What follows belongs to an exercise in optimizing a design on an open flow for small area and a short achievable clock period; a production flow would make more cautious choices.
In this exercise RTL edits were held to simulation tests only and were not proved equivalent to the original.

## filter
module filter #(parameter DATA_WIDTH = 16) (
    input clk,
    input rst_n,
    input signed [DATA_WIDTH-1:0] FilterIn,
    input ValidIn,
    output signed [32:0] data_out,
    output reg ValidOut);
wire [15:0] xm = ValidIn ? FilterIn : 16'd0;
reg [15:0] d1;
reg [15:0] d2;
reg [15:0] d3;
reg [15:0] d4;
reg [15:0] d5;
reg [15:0] d6;
reg [15:0] d7;
reg [15:0] d8;
reg [15:0] d9;
reg [15:0] d10;
reg [15:0] d11;
reg [15:0] d12;
reg [15:0] d13;
reg [15:0] d14;
reg [16:0] pr4;
reg [16:0] pr5;
reg [16:0] pr6;
reg [16:0] pr7;
reg [16:0] pr3;
reg r2_0_0;
reg r2_0_1;
reg r2_1_0;
reg r2_1_1;
reg r2_2_0;
reg r2_2_1;
reg r2_3_0;
reg r2_4_0;
reg r2_4_1;
reg r2_5_0;
reg r2_6_0;
reg r2_7_0;
reg r2_7_1;
reg r2_8_0;
reg r2_8_1;
reg r2_9_0;
reg r2_9_1;
reg r2_10_0;
reg r2_10_1;
reg r2_10_2;
reg r2_11_0;
reg r2_11_1;
reg r2_12_0;
reg r2_12_1;
reg r2_12_2;
reg r2_13_0;
reg r2_13_1;
reg r2_13_2;
reg r2_14_0;
reg r2_14_1;
reg r2_15_0;
reg r2_15_1;
reg r2_15_2;
reg r2_15_3;
reg r2_16_0;
reg r2_16_1;
reg r2_16_2;
reg r2_16_3;
reg r2_17_0;
reg r2_17_1;
reg r2_17_2;
reg r2_18_0;
reg r2_18_1;
  ...
For scale: about 2,400 cells after synthesis, roughly 520 flip-flops, ~53 I/O pins, about 37,000 sq um of cells after synthesis.
export LEC_CHECK = 0
export CAP_MARGIN = 20
export CORE_MARGIN = 2
export CORE_UTILIZATION = 65
export SETUP_SLACK_MARGIN = 5
export SLEW_MARGIN = 20
export SYNTH_HIERARCHICAL = 1
export TNS_END_PERCENT = 100
create_clock -name core_clock -period 10.5 [get_ports {clk}]
standard.sh (not shown) runs the stock make flow with config.mk's settings and CLKGATE_MAP_FILE= SYNTH_SCRIPT=/design/flow/synth_recipe.tcl, a recipe that flattens the netlist after the stock synthesis.
==> flow/flow/run.sh <==
#!/bin/bash
# Layout: the standard flow (standard.sh) unchanged, except that timing repair
# aims at a larger setup margin (a shorter period than the 10.5 ns clock) and the
# port buffers are plain buffers instead of delay cells.  make's full output goes
# to make_finish.log here; each ORFS step keeps its own log under orfs/logs/.
set -uo pipefail
bash standard.sh SETUP_SLACK_MARGIN=6.0 'BUFFER_PORTS_ARGS=-buffer_cell sky130_fd_sc_hd__buf_4' finish > make_finish.log 2>&1
status=$?
tail -n 40 make_finish.log
exit $status
Edit:
--- a/flow/flow/run.sh
+++ b/flow/flow/run.sh
@@ -5,5 +5,5 @@
 # to make_finish.log here; each ORFS step keeps its own log under orfs/logs/.
 set -uo pipefail
-bash standard.sh SETUP_SLACK_MARGIN=6.0 'BUFFER_PORTS_ARGS=-buffer_cell sky130_fd_sc_hd__buf_4' finish > make_finish.log 2>&1
+bash standard.sh SETUP_SLACK_MARGIN=6.5 'BUFFER_PORTS_ARGS=-buffer_cell sky130_fd_sc_hd__buf_4' finish > make_finish.log 2>&1
 status=$?
 tail -n 40 make_finish.log
What happened: The new run produced a clean layout. Synthesized cell count stays the same. Count of clock-buffer cells in the layout goes down by 12. Final area grows by 6.4%. Wire length went up by 6.4%. Area after synthesis does not change. Critical path depth stays the same. Worst hold slack got worse by 0.0055 ns. Global-route usage is higher by 1.6 points. Worst setup slack gets worse by 0.14 ns.

---

Setup of try-maple:
filter, a different RTL version from the one above (not shown whole).
Size: about 2,500 cells after synthesis, about 550 flip-flops, ~53 I/O pins, ~0.037 mm2 of cells after synthesis.
==> flow/config.mk <==
export PLATFORM = sky130hd
export DESIGN_NAME = filter
export DESIGN_NICKNAME = filter
export VERILOG_FILES = /design/flow/design.v
export SDC_FILE = /design/flow/constraint.sdc
export NUM_CORES = 4
export LEC_CHECK = 0
export CAP_MARGIN = 20
export CORE_MARGIN = 2
export CORE_UTILIZATION = 25
export PLACE_DENSITY = 0.45
export SETUP_SLACK_MARGIN = 5
export SLEW_MARGIN = 20
export SYNTH_HIERARCHICAL = 1
export TNS_END_PERCENT = 100
==> flow/constraint.sdc <==
create_clock -name core_clock -period 10.5 [get_ports {clk}]
set_input_delay 2.1000 -clock core_clock [delete_from_list [all_inputs] [get_ports {clk}]]
set_output_delay 2.1000 -clock core_clock [all_outputs]
set_load 0.01 [all_outputs]
==> flow/flow/run.sh <==
#!/bin/bash
# Layout: the standard flow (standard.sh) unchanged, except that timing repair
# aims at a larger setup margin (a shorter period than the 10.5 ns clock) and the
# port buffers are plain buffers instead of delay cells.  make's full output goes
# to make_finish.log here; each ORFS step keeps its own log under orfs/logs/.
set -uo pipefail
bash standard.sh SETUP_SLACK_MARGIN=6.25 'BUFFER_PORTS_ARGS=-buffer_cell sky130_fd_sc_hd__buf_4' finish > make_finish.log 2>&1
status=$?
tail -n 40 make_finish.log
exit $status
The following lists how try-quartz was set up differently from try-maple:
- a deleted PLACE_DENSITY that had been 0.45
- a change of CORE_UTILIZATION from 25 to 75
### Flow results
Iteration count of the initial detailed-routing pass: higher on try-quartz. [compare] base=try-maple new=try-quartz: worst hold slack ~0 delta, area of the die -0.099 mm2, time the final worst path needs with I/O delays and setup +0.62 ns, width of the die -42%.
Inputs modified between try-quartz and try-cedar:
- CORE_UTILIZATION: 75 -> 20
[summary]
try-cedar completed every stage of the flow, and the final layout passed the timing, design-rule and antenna checks. try-cedar: number of fill cells is 810% higher than what try-quartz reported. [compare] base=try-quartz new=try-cedar: DRC marker count from the first detailed-route iteration went down, share of the clock period used by the worst path after layout now sits lower. Cmp try-cedar and try-quartz / die area / lower: try-quartz. From try-quartz to try-cedar the numbers moved as follows: worst setup margin increased 0.57 ns, sequential share of cell area moved down.
Inputs modified between try-cedar and try-willow:
- CORE_UTILIZATION now 50, was 20
==> comparison <==
- Comparing try-cedar against try-willow, there is no change at all in total I/O pin count.
- try-willow vs. try-cedar: number of buffers created by CTS increased by 4 relative to the old numbers; count of buffers added by post-CTS timing repair for setup increased by 2 relative to the old numbers.
- Count of buffers from port buffering: try-cedar vs try-willow identical
- try-cedar reports its critical-path cell with the highest stage delay as fa_1 while try-willow reports dfrtp_1.
- Relative to try-cedar, the fmax measured on try-willow has increased slightly.
- Die area: try-willow better than try-cedar
- Compared to try-cedar, try-willow has global-route usage 18 points higher.
- The non-clock buffer share of cell area was comparable across try-cedar and try-willow.
- Compare try-cedar and try-willow | worst setup slack after layout higher: try-willow

---

main:
Another version of the RTL of filter (not shown whole).
Size in the first run: roughly 2,500 cells after synthesis, roughly 560 flip-flops, roughly 53 I/O pins, roughly 0.036 mm2 of cells after synthesis.
==> flow/design.v (excerpt) <==
module filter #(parameter DATA_WIDTH = 16) (
    input clk,
    input rst_n,
    input signed [DATA_WIDTH-1:0] FilterIn,
    input ValidIn,
    output signed [32:0] data_out,
    output reg ValidOut);
wire [15:0] xm = ValidIn ? FilterIn : 16'd0;
reg [15:0] d1;
reg [15:0] d2;
reg [15:0] d3;
reg [15:0] d4;
reg [15:0] d5;
reg [15:0] d6;
reg [15:0] d7;
reg [15:0] d8;
reg [15:0] d9;
reg [15:0] d10;
reg [15:0] d11;
reg [15:0] d12;
reg [15:0] d13;
reg [15:0] d14;
reg [16:0] pr4;
reg [16:0] pr5;
reg [16:0] pr6;
reg [16:0] pr7;
reg [16:0] pr3;
reg [16:0] pl2;
reg r2_0_0;
reg r2_0_1;
reg r2_1_0;
reg r2_2_0;
reg r2_3_0;
reg r2_4_0;
reg r2_4_1;
reg r2_5_0;
reg r2_5_1;
reg r2_6_0;
reg r2_6_1;
reg r2_7_0;
reg r2_7_1;
reg r2_8_0;
reg r2_8_1;
reg r2_9_0;
reg r2_10_0;
reg r2_10_1;
reg r2_10_2;
reg r2_11_0;
reg r2_11_1;
reg r2_12_0;
reg r2_12_1;
reg r2_12_2;
reg r2_13_0;
reg r2_13_1;
reg r2_14_0;
reg r2_14_1;
reg r2_14_2;
reg r2_15_0;
reg r2_15_1;
reg r2_15_2;
reg r2_15_3;
reg r2_16_0;
reg r2_16_1;
reg r2_16_2;
reg r2_17_0;
reg r2_17_1;
reg r2_17_2;
reg r2_18_0;
reg r2_18_1;
reg r2_19_0;
reg r2_19_1;
reg r2_19_2;
reg r2_20_0;
reg r2_20_1;
reg r2_21_0;
reg r2_21_1;
reg r2_22_0;
reg r2_22_1;
reg r2_22_2;
reg r2_23_0;
reg r2_23_1;
reg r2_23_2;
reg r2_24_0;
reg r2_24_1;
reg r2_24_2;
reg r2_25_0;
reg r2_26_0;
reg r2_26_1;
reg r2_27_0;
reg r2_27_1;
reg r2_28_0;
reg r2_29_0;
reg r2_29_1;
reg r2_29_2;
reg r2_30_0;
reg r2_30_1;
reg r2_31_0;
reg r1_0_0;
reg r1_0_1;
reg r1_1_0;
reg r1_1_1;
reg r1_2_0;
reg r1_2_1;
reg r1_3_0;
reg r1_3_1;
reg r1_4_0;
reg r1_4_1;
reg r1_5_0;
reg r1_5_1;
reg r1_6_0;
reg r1_6_1;
reg r1_7_0;
reg r1_7_1;
reg r1_8_0;
reg r1_8_1;
reg r1_9_0;
reg r1_9_1;
reg r1_10_0;
reg r1_10_1;
reg r1_11_0;
reg r1_11_1;
reg r1_12_0;
reg r1_12_1;
reg r1_13_0;
reg r1_13_1;
reg r1_14_0;
reg r1_14_1;
reg r1_15_0;
reg r1_15_1;
reg r1_16_0;
reg r1_16_1;
reg r1_17_0;
reg r1_17_1;
reg r1_18_0;
reg r1_18_1;
reg r1_19_0;
reg r1_19_1;
reg r1_20_0;
reg r1_20_1;
reg r1_21_0;
reg r1_21_1;
reg r1_22_0;
reg r1_22_1;
reg r1_23_0;
reg r1_23_1;
reg r1_24_0;
reg r1_24_1;
  ...
clock: 10.5 ns
lec_check: 0
cap_margin: 20
core_margin: 2
core_utilization: 65
setup_slack_margin: 5
slew_margin: 20
synth_hierarchical: 1
tns_end_percent: 100
==> flow/flow/run.sh <==
#!/bin/bash
# Layout: the standard flow (standard.sh) unchanged, except that timing repair
# aims at a larger setup margin (a shorter period than the 10.5 ns clock) and the
# port buffers are plain buffers instead of delay cells.  make's full output goes
# to make_finish.log here; each ORFS step keeps its own log under orfs/logs/.
set -uo pipefail
bash standard.sh SETUP_SLACK_MARGIN=6.0 'BUFFER_PORTS_ARGS=-buffer_cell sky130_fd_sc_hd__buf_4' finish > make_finish.log 2>&1
status=$?
tail -n 40 make_finish.log
exit $status
Here is what was changed in the inputs of the feature branch compared with main.
diff --git a/flow/flow/run.sh b/flow/flow/run.sh
--- a/flow/flow/run.sh
+++ b/flow/flow/run.sh
@@ -6,3 +6,3 @@
 set -uo pipefail
-bash standard.sh SETUP_SLACK_MARGIN=6.0 'BUFFER_PORTS_ARGS=-buffer_cell sky130_fd_sc_hd__buf_4' finish > make_finish.log 2>&1
+bash standard.sh SETUP_SLACK_MARGIN=6.25 'BUFFER_PORTS_ARGS=-buffer_cell sky130_fd_sc_hd__buf_4' finish > make_finish.log 2>&1
 status=$?
Findings:
- Looking at category of the most critical setup path, the flip-flop to flip-flop result is from main; the flip-flop to output pin one comes from the feature branch.
- Relative to main, the final net count of the feature branch is higher by about 0.34%.
- Diff main -> the feature branch: total of cells resized after clock tree synthesis went up by 62, worst path buffer plus inverter count increased 1.

[port drivers added, routing unchanged]
How much do the figures lean on ideal ports? The routed layouts below were timed once more, with nothing changed but the port constraints.
Step 1 sets driving cells, clkbuf_16 on the clock port and buf_2 on the other inputs (assumed; they add their load-dependent delay and slew).
Step 2 times the ports against the registers' clock, not the clock port: input delays grow and output delays shrink by t, the midpoint of the rising clock arrivals with the driver on.
Slacks: ideal ports / drivers / drivers and shift; pairs: ideal ports / drivers.
run | t (ns) | slack for setup (ns) | latest minus earliest clock arrival (ns) | worst data-port slew with drivers (ns) | cell pins on the clock port's net
the first run of note 1 | 0.675 | 5.225 / 5.161 / 5.769 | 0.017 / 0.017 | 0.05 | 1
the second run of note 1 | 0.682 | 5.086 / 5.022 / 5.704 | 0.041 / 0.041 | 0.05 | 1
try-maple | 0.723 | 6.292 / 6.198 / 5.475 | 0.030 / 0.030 | 0.23 | 1
try-quartz | 0.675 | 5.668 / 5.594 / 4.919 | 0.058 / 0.058 | 0.20 | 1
try-cedar | 0.695 | 6.241 / 6.165 / 5.470 | 0.041 / 0.040 | 0.24 | 1
try-willow | 0.704 | 6.263 / 6.176 / 5.472 | 0.019 / 0.019 | 0.21 | 1
main | 0.689 | 6.044 / 6.023 / 5.454 | 0.026 / 0.025 | 0.06 | 1
the feature branch | 0.696 | 6.151 / 6.086 / 5.651 | 0.019 / 0.019 | 0.06 | 1
After both steps every run listed still meets setup and hold. The setup slack of try-maple, which loses most, moves by -0.094 ns with the drivers and by -0.817 ns with both steps.
